Source: an optimization exercise on an open RTL-to-GDS flow (aim: small area and a short achievable clock period). Production flows keep margins and buffers that such runs may drop. Function was checked by simulation only, so behaviour that the tests miss may differ from the original. Power is estimated from default activity; no workload was simulated.

Setup of run 1:
// module_conv_kernel_1x2
module module_conv_kernel_1x2
(
	input clk,
	input [71:0] ifm_win3x3,
	input [71:0] weight_win3x3_ch1,
	input [71:0] weight_win3x3_ch2,
	output [17:0] ofm_stream_ch1,
	output [17:0] ofm_stream_ch2
);
export LEC_CHECK = 0
export CAP_MARGIN = 20
export CORE_MARGIN = 2
export CORE_UTILIZATION = 58
export CTS_CLUSTER_DIAMETER = 60
export CTS_CLUSTER_SIZE = 30
export PLACE_DENSITY = 0.7
export SETUP_SLACK_MARGIN = 3.72
export SLEW_MARGIN = 20
export SYNTH_HIERARCHICAL = 1
export SYNTH_MINIMUM_KEEP_SIZE = 0
create_clock -name core_clock -period 6.0 [get_ports {clk}]
standard.sh (not shown) runs the stock make flow with config.mk's settings and CLKGATE_MAP_FILE= SYNTH_SCRIPT=/design/flow/synth_recipe.tcl, a recipe that flattens the netlist after the stock synthesis.
==> flow/flow/run.sh <==
#!/bin/bash
set -e
cp standard.sh standard_sh_copy.log
export BUFFER_PORTS_ARGS="-buffer_cell sky130_fd_sc_hd__buf_1"
bash standard.sh > standard.log 2>&1
> inputs changed (run 1 -> run 2)
- swapping 3.72 for 3.66 in SETUP_SLACK_MARGIN
- swapping 0.7 for 0.8 in PLACE_DENSITY
-- flow/flow/run.sh --
<<< run 1, line 5
bash standard.sh > standard.log 2>&1
>>> run 2, line 5
export CTS_ARGS="-sink_clustering_enable -repair_clock_nets -sink_clustering_size 30 -sink_clustering_max_diameter 60 -dont_use_dummy_load"
bash standard.sh floorplan > standard_floorplan.log 2>&1
ODB=orfs/results/sky130hd/module_conv_kernel_1x2/base/2_floorplan.odb
openroad -no_init -exit flow/upsize.tcl -metrics upsize_metrics.json > upsize.log 2>&1 || { cat upsize.log; exit 1; }
bash standard.sh finish > standard.log 2>&1
==> flow/flow/upsize.tcl (new file) <==
# Give the enc_r registers (Booth-encoded pixel digits, high fanout) the
# dfxtp_4 drive strength of their dfxtp cell.
set odb orfs/results/sky130hd/module_conv_kernel_1x2/base/2_floorplan.odb
read_db $odb
set db [ord::get_db]
set m4 [$db findMaster sky130_fd_sc_hd__dfxtp_4]
set n 0
foreach inst [[ord::get_db_block] getInsts] {
  if {[string match "enc_r*" [$inst getName]] && [[$inst getMaster] getName] == "sky130_fd_sc_hd__dfxtp_1"} {
    $inst swapMaster $m4
    incr n
  }
}
puts "upsized $n enc_r registers to dfxtp_4"
write_db $odb
### Flow results
Row maximum frequency: run 2 lower / run 1 higher. From run 1 to run 2 the numbers moved as follows: met1 wire length down about 9%; number of max-cap violations was more or less identical; switching power share of the total lost 0.56 points; worst setup slack down 0.020 ns.
Input changes introduced in run 3 (baseline for comparison: run 2):
- a change of CORE_UTILIZATION from 58 to 62
- a change of PLACE_DENSITY from 0.8 to 0.72
==> flow/flow/run.sh <==
#!/bin/bash
set -e
cp standard.sh standard_sh_copy.log
export BUFFER_PORTS_ARGS="-buffer_cell sky130_fd_sc_hd__buf_1"
export CTS_ARGS="-sink_clustering_enable -repair_clock_nets -sink_clustering_size 30 -sink_clustering_max_diameter 60 -dont_use_dummy_load"
bash standard.sh > standard.log 2>&1
removed: flow/flow/upsize.tcl
==> notes.md <==
Run 3 completed; timing, DRC and antenna clean
Side by side, count of inserted antenna diode cells turned out lower in run 3 than in run 2.
Final standard cell count with taps included and fillers excluded delta (run 2 -> run 3): insignificant
~same synthesized net count in run 2 and run 3
Looking at least setup slack across all paths after layout across run 2 and run 3, the one that comes out higher is run 2.
Relative area change from synthesis to final layout ends up higher on run 3.
Summary — clock share of power, run 3 relative to run 2: higher, by 0.6 points.
Total wire length: run 3 > run 2
Proportion of power drawn by combinational gates in run 3 is 1.0 points lower than in run 2
## Diff of input files: run 4 against run 3
- CORE_UTILIZATION now 58, was 62
- PLACE_DENSITY now 0.88, was 0.72
-- flow/flow/run.sh --
<<< run 3, line 6
bash standard.sh > standard.log 2>&1
>>> run 4, line 6
bash standard.sh floorplan > standard_floorplan.log 2>&1
ODB=orfs/results/sky130hd/module_conv_kernel_1x2/base/2_floorplan.odb
openroad -no_init -exit flow/upsize.tcl -metrics upsize_metrics.json > upsize.log 2>&1 || { cat upsize.log; exit 1; }
bash standard.sh finish > standard.log 2>&1
==> flow/flow/upsize.tcl (new file) <==
# Give the enc_r registers (Booth-encoded pixel digits, high fanout) the
# dfxtp_4 drive strength of their dfxtp cell.
set odb orfs/results/sky130hd/module_conv_kernel_1x2/base/2_floorplan.odb
read_db $odb
set db [ord::get_db]
set m4 [$db findMaster sky130_fd_sc_hd__dfxtp_4]
set n 0
foreach inst [[ord::get_db_block] getInsts] {
  if {[string match "enc_r*" [$inst getName]] && [[$inst getMaster] getName] == "sky130_fd_sc_hd__dfxtp_1"} {
    $inst swapMaster $m4
    incr n
  }
}
puts "upsized $n enc_r registers to dfxtp_4"
write_db $odb
- Core utilization: run 4 lower than run 3
- Going from run 3 to run 4, buffer count from post-CTS setup fixing went down by 1, worst slack at placement went up by 0.48 ns, part of the power in combinational logic went up by 0.9 points, via count went down by 520.
- Looking at launching instance or port of the critical path, the enc_r[11]$_DFF_P_ result is from run 4; the enc_r[26]$_DFF_P_ one comes from run 3.
- Summary: with run 3 as the reference, number of buffers inserted during clock tree synthesis in run 4 moved up by a few percent.
Modified inputs, run 5 compared to run 4
- changing PLACE_DENSITY from 0.88 to 0.8
- changing SETUP_SLACK_MARGIN from 3.66 to 3.7
Findings:
- Status | run 4 and run 5 | clean
- Area overhead of the layout relative to synthesis for run 5: 0.71 points up relative to run 4
- Minimum clock period (higher): run 4
- The timing endpoint of the critical path comes out st1_ch1[122]$_DFF_P_ in one run and ofm_stream_ch1[5] in the other, namely in run 4 and run 5 respectively.
- Compared with run 4, run 5 shows a net switching share of the total power that is 0.17 points lower.
- Higher overall routed net length was reported by run 4, not run 5.
- Of run 4 and run 5, the higher total power belongs to run 4.
[inputs] run 6 vs run 5
- SETUP_SLACK_MARGIN: 3.7 -> 3.75
- PLACE_DENSITY: 0.8 -> 0.7
==> flow/flow/run.sh <==
#!/bin/bash
set -e
cp standard.sh standard_sh_copy.log
export BUFFER_PORTS_ARGS="-buffer_cell sky130_fd_sc_hd__buf_1"
export CTS_ARGS="-sink_clustering_enable -repair_clock_nets -sink_clustering_size 30 -sink_clustering_max_diameter 60 -dont_use_dummy_load"
bash standard.sh > standard.log 2>&1
removed: flow/flow/upsize.tcl
Comparing run 5 with run 6, the clock slew seen by the registers of the worst setup and hold paths came out essentially unchanged. Global-route wire length before repair was higher in run 6 than in run 5. Run 6 completed every stage of the flow, and the final layout passed the timing, design-rule and antenna checks. Run 5 vs run 6, critical path startpoint: st5_ch1[5]$_DFF_P_ vs enc_r[5]$_DFF_P_. In run 6 relative to run 5, cell area had gone up slightly. The kind of critical path comes out reg2reg in one run and reg2out in the other, namely in run 6 and run 5 respectively. Run 5 has a lower met1 track demand over resource than run 6. Run 5 tops out at a higher clock frequency than run 6.

-- separate check: timing with driven ports --
No port has a modelled driver above. Below, the same layouts with a new extraction and two added sets of constraints. Step 1 assumes that a clkbuf_16 drives the clock port and a buf_2 every other input. Step 2, shift: input delay + t, output delay - t, t = (earliest + latest rising clock arrival at the registers) / 2. This alone moves slack from input paths to output paths. Three values: ideal, step 1, step 2; two values: the first two.
| run | t, ns | setup WS [ns] | slew at the worst register clock pin (ns) | worst data-port slew with drivers (ns) |
|---|---|---|---|---|
| run 1 | 0.722 | 3.693 / 3.627 / 3.697 | 0.11 / 0.11 | 0.07 |
| run 2 | 0.698 | 3.672 / 3.618 / 3.672 | 0.11 / 0.11 | 0.05 |
| run 3 | 0.706 | 3.563 / 3.563 / 3.563 | 0.11 / 0.11 | 0.08 |
| run 4 | 0.707 | 3.607 / 3.607 / 3.607 | 0.11 / 0.11 | 0.05 |
| run 5 | 0.701 | 3.692 / 3.622 / 3.705 | 0.11 / 0.11 | 0.05 |
| run 6 | 0.687 | 3.660 / 3.641 / 3.660 | 0.11 / 0.11 | 0.06 |
After both steps setup and hold are still met in every run listed.
